This design comes from an exercise in tuning for small area and a short achievable clock period on the open sky130 flow, not from production work.
RTL that was checked went through simulation tests only; none was proved equivalent to the original.
The clock port is modelled as an ideal driver, which makes a skipped or thinned clock tree look cheaper than it is; a real chip needs a root buffer or a tree.
No activity file was given, so power comes from the tool's default toggle rates.

==> flow/design.v <==
`timescale 1ns / 1ps
module ultrasonido(clk, trig, echo, distancia, init, done);
input init;
input clk;
input echo;
output reg trig;
output reg [8:0] distancia;
output reg done;
reg pr;       
reg pa;       
reg pl;       
reg [22:0] t;
localparam [22:0] INV = 23'h2AAAAA;
wire [22:0] s = t ^ INV;
reg W;
wire [22:0] s_nx = pr ? 23'd1 : {s[21:0], s[22] ^ s[17] ^ (s[21:0] == 22'd0)};
wire zero22 = (s_nx[21:0] == 22'd0);
wire next_z = zero22 & s_nx[22];        
wire cur_z = zero22 & ~s_nx[22];        
wire end_w = s_nx[22] & s_nx[20] & s_nx[19] & s_nx[11] & s_nx[10] & ~s_nx[6];
wire W_nx = next_z | ((W | cur_z) & ~end_w);
reg [10:0] q;
reg [16:0] R;
reg h;
localparam [16:0] ROFF = 17'd31072;
wire last = q[10] & q[8] & q[7] & q[4] & q[1]
          & R[15] & R[12] & R[9] & R[3] & R[2] & R[1] & R[0];
wire [17:0] S = {1'b0, R} + 18'd17;
wire co = S[17];
wire clr = pr | pl | (pa & last);
wire [16:0] R_nx = clr ? ROFF : pa ? (co ? (S[16:0] | ROFF) : S[16:0]) : R;
wire [10:0] q_nx = clr ? 11'd0 : q + {10'd0, pa & co};
wire [8:0] dist_d;
wire trig_d, done_d, pa_d, pl_d, h_d, W_d;
ultrasonido_io io (
	.init(init), .echo(echo), .W(W), .h(h), .Kn(W | ~h), .done(done), .distancia(distancia),
	.qn(q_nx[8:0]), .Y(W_nx),
	.trig_d(trig_d), .done_d(done_d), .pa_d(pa_d), .pl_d(pl_d), .h_d(h_d),
	.W_d(W_d), .dist_d(dist_d));
always @(posedge clk) begin
	pr <= ~init;
	pa <= pa_d;
	pl <= pl_d;
	t <= s_nx ^ INV;
	q <= q_nx;
	R <= R_nx;
	h <= h_d;
	trig <= trig_d;
	W <= W_d;
	done <= done_d;
	distancia <= dist_d;
end
endmodule
module ultrasonido_io(init, echo, W, h, Kn, done, distancia, qn, Y,
                      trig_d, done_d, pa_d, pl_d, h_d, W_d, dist_d);
input init, echo, W, h, done;
input Kn;                               
input [8:0] distancia, qn;
input Y;
output trig_d, done_d, pa_d, pl_d, h_d, W_d;
output [8:0] dist_d;
wire act = ~W & echo;                   
wire lowev = ~W & ~echo;                
wire ld = ~(echo | Kn);                 
assign trig_d = init & W;
assign done_d = init & (done | lowev);
assign pa_d = init & act;
assign pl_d = init & lowev;
assign h_d = init & (act | (h & ~lowev));
assign W_d = ~init | Y;
assign dist_d = ld ? (qn & {9{init}}) : (distancia & {9{init}});
endmodule
Settings: LEC_CHECK=0, CAP_MARGIN=20, CORE_MARGIN=2, CORE_UTILIZATION=70, SLEW_MARGIN=20, SYNTH_HIERARCHICAL=1; clock period 18.0 ns.
standard.sh (not shown) runs the stock make flow with config.mk's settings and CLKGATE_MAP_FILE= SYNTH_SCRIPT=/design/flow/synth_recipe.tcl, a recipe that flattens the netlist after the stock synthesis.
==> flow/flow/run.sh <==
#!/bin/bash
# The standard ORFS layout (standard.sh), in two runs of make:
#  1. synthesis to CTS, after which the clock tree is replaced by a few clock
#     buffers on the clock port (flow/post_cts.tcl, flow/clock_leaves.tcl);
#  2. global route to the end, with a larger setup margin for repair_timing.
set -e
export FLOW_FLOW_DIR=$PWD/flow
bash standard.sh BUFFER_PORTS_ARGS="-buffer_cell sky130_fd_sc_hd__buf_2" CTS_ARGS="-sink_clustering_enable -repair_clock_nets -dont_use_dummy_load" SETUP_SLACK_MARGIN=13.0 POST_CTS_TCL=$PWD/flow/post_cts.tcl cts > standard_to_cts.log 2>&1
bash standard.sh BUFFER_PORTS_ARGS="-buffer_cell sky130_fd_sc_hd__buf_2" CTS_ARGS="-sink_clustering_enable -repair_clock_nets -dont_use_dummy_load" SETUP_SLACK_MARGIN=13.0 SETUP_SLACK_MARGIN=13.7 POST_CTS_TCL=$PWD/flow/post_cts.tcl finish > standard_finish.log 2>&1
Other scripts of this flow, unchanged in this note and not shown: flow/flow/clock_leaves.tcl, flow/flow/post_cts.tcl
Edit:
--- a/flow/design.v
+++ b/flow/design.v
@@ -16,28 +16,28 @@
 wire [22:0] s_nx = pr ? 23'd1 : {s[21:0], s[22] ^ s[17] ^ (s[21:0] == 22'd0)};
 wire zero22 = (s_nx[21:0] == 22'd0);
 wire next_z = zero22 & s_nx[22];        
 wire cur_z = zero22 & ~s_nx[22];        
 wire end_w = s_nx[22] & s_nx[20] & s_nx[19] & s_nx[11] & s_nx[10] & ~s_nx[6];
 wire W_nx = next_z | ((W | cur_z) & ~end_w);
-reg [10:0] q;
+reg [8:0] q;
 reg [16:0] R;
 reg h;
 localparam [16:0] ROFF = 17'd31072;
-wire last = q[10] & q[8] & q[7] & q[4] & q[1]
-          & R[15] & R[12] & R[9] & R[3] & R[2] & R[1] & R[0];
+wire last = ~R[16] & q[7] & q[8] & q[4] & ~R[11] & q[1] & R[12] & R[9] & R[1]
+          & ~R[5] & ~q[3] & ~R[13] & ~q[0] & ~q[2] & ~q[6] & R[0] & ~R[8] & ~R[4];
 wire [17:0] S = {1'b0, R} + 18'd17;
 wire co = S[17];
 wire clr = pr | pl | (pa & last);
 wire [16:0] R_nx = clr ? ROFF : pa ? (co ? (S[16:0] | ROFF) : S[16:0]) : R;
-wire [10:0] q_nx = clr ? 11'd0 : q + {10'd0, pa & co};
+wire [8:0] q_nx = clr ? 9'd0 : q + {8'd0, pa & co};
 wire [8:0] dist_d;
 wire trig_d, done_d, pa_d, pl_d, h_d, W_d;
 ultrasonido_io io (
 	.init(init), .echo(echo), .W(W), .h(h), .Kn(W | ~h), .done(done), .distancia(distancia),
-	.qn(q_nx[8:0]), .Y(W_nx),
+	.qn(q_nx), .Y(W_nx),
 	.trig_d(trig_d), .done_d(done_d), .pa_d(pa_d), .pl_d(pl_d), .h_d(h_d),
 	.W_d(W_d), .dist_d(dist_d));
 always @(posedge clk) begin
 	pr <= ~init;
 	pa <= pa_d;
 	pl <= pl_d;
Worst hold slack improved by 3.9 ps.
Flip-flop and latch count went down by 2.
Total power went down by 2.7%.
Global-route usage went down by 1.2 points.
Die area went down by 1.4%.
Core utilization went up by 2.8 points.
Final area went down by 1.8%.
Critical path depth does not change.
Cell count went down by 3.8%.
No run of this note takes its clock network from TritonCTS; it comes from the design's own scripts or RTL.

========
== rev 12 ==
Another version of the RTL of ultrasonido (not shown whole).
Size in the first run: about 240 cells after synthesis, about 62 flip-flops, roughly 2200 um2 of cells after synthesis.
==> module ultrasonido, before the edit <==
module ultrasonido(clk, trig, echo, distancia, init, done);
input init;
input clk;
input echo;
output reg trig;
output reg [8:0] distancia;
output reg done;
reg pr;       
reg [22:0] t;
localparam [22:0] INV = 23'h2AAAAA;
wire [22:0] s = t ^ INV;
wire zero22 = (s[21:0] == 22'd0);
wire next_z = zero22 & s[22];           
wire cur_z = zero22 & ~s[22];           
wire end_w = s[22] & s[20] & s[19] & s[11] & s[10] & ~s[6];
wire win = pr | next_z | ((trig | cur_z) & ~end_w);
wire fb = s[22] ^ s[17] ^ zero22;
wire [22:0] t_d;
wire pr_n;
ultrasonido_inv ivp (.a(pr), .y(pr_n));
assign t_d[0] = pr | fb;
genvar i;
generate
	for (i = 1; i < 23; i = i + 1) begin : stage
		if (i % 2) ultrasonido_nand st (.a(pr_n), .b(t[i-1]), .y(t_d[i]));
		else ultrasonido_nor st (.a(pr), .b(t[i-1]), .y(t_d[i]));
	end
endgenerate
reg [8:0] q;
reg [16:0] R;
reg h;
localparam [16:0] ROFF = 17'd31072;
wire last = ~R[16] & q[7] & q[8] & q[4] & ~R[11] & q[1] & R[12] & R[9] & R[1]
          & ~R[5] & ~q[3] & ~R[13] & ~q[0] & ~q[2] & ~q[6] & R[0] & ~R[8] & ~R[4];
wire [17:0] S = {1'b0, R} + 18'd17;
wire co = S[17];
wire pa = h & ~trig;                    
wire clr = ~h | (pa & last);
wire [16:0] R_nx = clr ? ROFF : pa ? (co ? (S[16:0] | ROFF) : S[16:0]) : R;
wire [8:0] q_nx = clr ? 9'd0 : q + {8'd0, pa & co};
wire [8:0] dist_d;
wire trig_d, done_d, h_d;
ultrasonido_io io (
	.init(init), .echo(echo), .win(win), .h(h), .Kn(win | ~h), .done(done),
	.distancia(distancia), .qn(q_nx),
	.trig_d(trig_d), .done_d(done_d), .h_d(h_d), .dist_d(dist_d));
always @(posedge clk) begin
	pr <= ~init;
	t <= t_d;
	q <= q_nx;
	R <= R_nx;
	h <= h_d;
	trig <= trig_d;
	done <= done_d;
	distancia <= dist_d;
end
endmodule
==> module ultrasonido_io, before the edit <==
module ultrasonido_io(init, echo, win, h, Kn, done, distancia, qn,
                      trig_d, done_d, h_d, dist_d);
input init, echo, win, h, done;
input Kn;                               
input [8:0] distancia, qn;
output trig_d, done_d, h_d;
output [8:0] dist_d;
wire act = ~win & echo;                 
wire lowev = ~win & ~echo;              
wire ld = ~(echo | Kn);                 
assign trig_d = init & win;
assign done_d = init & (done | lowev);
assign h_d = init & (act | (h & ~lowev));
assign dist_d = ld ? (qn & {9{init}}) : (distancia & {9{init}});
endmodule
==> module ultrasonido_inv, before the edit <==
module ultrasonido_inv(a, y);
input a;
output y;
assign y = ~a;
endmodule
Settings: LEC_CHECK=0, CAP_MARGIN=20, CORE_MARGIN=2, CORE_UTILIZATION=70, SLEW_MARGIN=20, SYNTH_HIERARCHICAL=1; clock period 18.0 ns.
==> flow/flow/run.sh <==
#!/bin/bash
# The standard ORFS layout (standard.sh), in two runs of make:
#  1. synthesis to CTS, after which the clock tree is replaced by a few clock
#     buffers on the clock port (flow/post_cts.tcl, flow/clock_leaves.tcl);
#  2. global route to the end, with a larger setup margin for repair_timing.
set -e
export FLOW_FLOW_DIR=$PWD/flow
export FLOW_SYNTH_TCL=$PWD/synth_recipe.tcl
export FLOW_ABC_AREA_SCRIPT=$PWD/flow/abc_area_map.script
bash standard.sh BUFFER_PORTS_ARGS="-buffer_cell sky130_fd_sc_hd__buf_2" CTS_ARGS="-sink_clustering_enable -repair_clock_nets -dont_use_dummy_load" SETUP_SLACK_MARGIN=13.0 SYNTH_SCRIPT=$PWD/flow/area_synth_all.tcl POST_CTS_TCL=$PWD/flow/post_cts.tcl cts > standard_to_cts.log 2>&1
bash standard.sh BUFFER_PORTS_ARGS="-buffer_cell sky130_fd_sc_hd__buf_2" CTS_ARGS="-sink_clustering_enable -repair_clock_nets -dont_use_dummy_load" SETUP_SLACK_MARGIN=13.0 SETUP_SLACK_MARGIN=13.7 SYNTH_SCRIPT=$PWD/flow/area_synth_all.tcl POST_CTS_TCL=$PWD/flow/post_cts.tcl finish > standard_finish.log 2>&1
Other scripts of this flow, unchanged in this note and not shown: flow/flow/abc_area_map.script, flow/flow/area_synth_all.tcl, flow/flow/clock_leaves.tcl, flow/flow/post_cts.tcl
Edits applied to the flow inputs when going from rev 12 to rev 13:
==> flow/design.v <==
`timescale 1ns / 1ps
module ultrasonido(clk, trig, echo, distancia, init, done);
input init;
input clk;
input echo;
output reg trig;
output reg [8:0] distancia;
output reg done;
reg [22:0] t;
localparam [22:0] INV = 23'h2AAAAA;
wire [22:0] s = t ^ INV;
wire zero22 = (s[21:0] == 22'd0);
wire next_z = zero22 & s[22];           
wire cur_z = zero22 & ~s[22];           
wire end_w = s[22] & s[20] & s[19] & s[11] & s[10] & ~s[6];
wire win = next_z | ((trig | cur_z) & ~end_w);
wire fb = s[22] ^ s[17] ^ zero22;
reg [8:0] q;
reg [16:0] R;
reg h;
localparam [16:0] ROFF = 17'd31072;
wire last = ~R[16] & q[7] & q[8] & q[4] & ~R[11] & q[1] & R[12] & R[9] & R[1]
          & ~R[5] & ~q[3] & ~R[13] & ~q[0] & ~q[2] & ~q[6] & R[0] & ~R[8] & ~R[4];
wire [17:0] S = {1'b0, R} + 18'd17;
wire co = S[17];
wire pa = h & ~trig;                    
wire clr = ~h | (pa & last);
wire [16:0] R_nx = clr ? ROFF : pa ? (co ? (S[16:0] | ROFF) : S[16:0]) : R;
wire [8:0] q_nx = clr ? 9'd0 : q + {8'd0, pa & co};
wire [8:0] dist_d;
wire trig_d, done_d, h_d;
wire [22:0] t_d;
ultrasonido_io io (
	.init(init), .echo(echo), .win(win), .h(h), .Kn(win | ~h), .done(done),
	.distancia(distancia), .qn(q_nx), .t(t[21:0]), .fb(fb),
	.trig_d(trig_d), .done_d(done_d), .h_d(h_d), .dist_d(dist_d),
	.t_d(t_d));
always @(posedge clk) begin
	t <= t_d;
	q <= q_nx;
	R <= R_nx;
	h <= h_d;
	trig <= trig_d;
	done <= done_d;
	distancia <= dist_d;
end
endmodule
module ultrasonido_io(init, echo, win, h, Kn, done, distancia, qn, t, fb,
                      trig_d, done_d, h_d, dist_d, t_d);
input init, echo, win, h, done;
input Kn;                               
input [8:0] distancia, qn;
input [21:0] t;                         
input fb;                               
output trig_d, done_d, h_d;
output [8:0] dist_d;
output [22:0] t_d;
wire act = ~win & echo;                 
wire lowev = ~win & ~echo;              
wire ld = ~(echo | Kn);                 
assign trig_d = init & win;
assign done_d = init & (done | lowev);
assign h_d = init & (act | (h & ~lowev));
assign dist_d = ld ? (qn & {9{init}}) : (distancia & {9{init}});
wire init_n = ~init;
assign t_d[0] = init & fb;
genvar i;
generate
	for (i = 1; i < 23; i = i + 1) begin : stage
		if (i % 2) ultrasonido_nand st (.a(init), .b(t[i-1]), .y(t_d[i]));
		else ultrasonido_nor st (.a(init_n), .b(t[i-1]), .y(t_d[i]));
	end
endgenerate
endmodule
module ultrasonido_nand(a, b, y);
input a, b;
output y;
assign y = ~(a & b);
endmodule
module ultrasonido_nor(a, b, y);
input a, b;
output y;
assign y = ~(a | b);
endmodule
--- outcome ---
Worst hold margin of rev 12 is on par with rev 13. Summary of rev 13 over rev 12: post-synthesis share of cell area spent on xor and xnor gates stayed essentially flat; peak per-stage delay on the critical path fell by 0.13 ns; part of the power in the clock network fell by 1.5 points; wire length of the first global-routing pass fell by about 1%; non-filler instance count after layout fell by about 0.7%. Number of instances in the synthesized netlist went down slightly going from rev 12 to rev 13. Rev 13 vs. rev 12: number of instances in the placed design dropped 3; met2 wire length now sits higher; final estimated routing congestion in global placement has decreased. Rev 13 vs rev 12, startpoint of the worst setup timing path: init vs trig. Rev 13 leaves less setup margin than rev 12. From rev 12 to rev 13 the numbers moved as follows: layout inverter count without the clock tree went down 3, total power went up about 3.3%.
No run of this note included a check of the RTL's function; only the layout flow was run. In every run of this note, the design's own scripts or RTL, not TritonCTS, make the clock network.

## re-timing with driven ports
The results above use ideal ports. As a check the final layouts listed here were re-extracted and re-timed, cells and wires unchanged. Step 1 (the two cells are an assumption about what drives the block):
set clk [get_ports {clk}]
set_driving_cell -lib_cell sky130_fd_sc_hd__clkbuf_16 $clk
set_driving_cell -lib_cell sky130_fd_sc_hd__buf_2 [delete_from_list [all_inputs] $clk]
Step 2 also shifts input and output timing later by t, the mid clock arrival at the registers, as if the neighbouring blocks saw the same clock. Slacks: ideal ports / drivers / drivers and shift; pairs: ideal ports / drivers.
run	t, ns	setup slack, ns	hold slack, ns	clock arrival spread, ns
the first run of note 1	0.204	13.762 / 13.713 / 13.624	0.392 / 0.392 / 0.392	0.018 / 0.018
the second run of note 1	0.200	13.768 / 13.721 / 13.642	0.396 / 0.396 / 0.396	0.012 / 0.012
rev 12	0.173	13.736 / 13.687 / 13.671	0.393 / 0.393 / 0.393	0.018 / 0.018
rev 13	0.170	13.711 / 13.704 / 13.567	0.390 / 0.390 / 0.390	0.015 / 0.015
After both steps every run listed still meets setup and hold. For rev 13, which loses most, drivers alone change the setup slack by -0.007 ns; drivers and shift together by -0.144 ns.
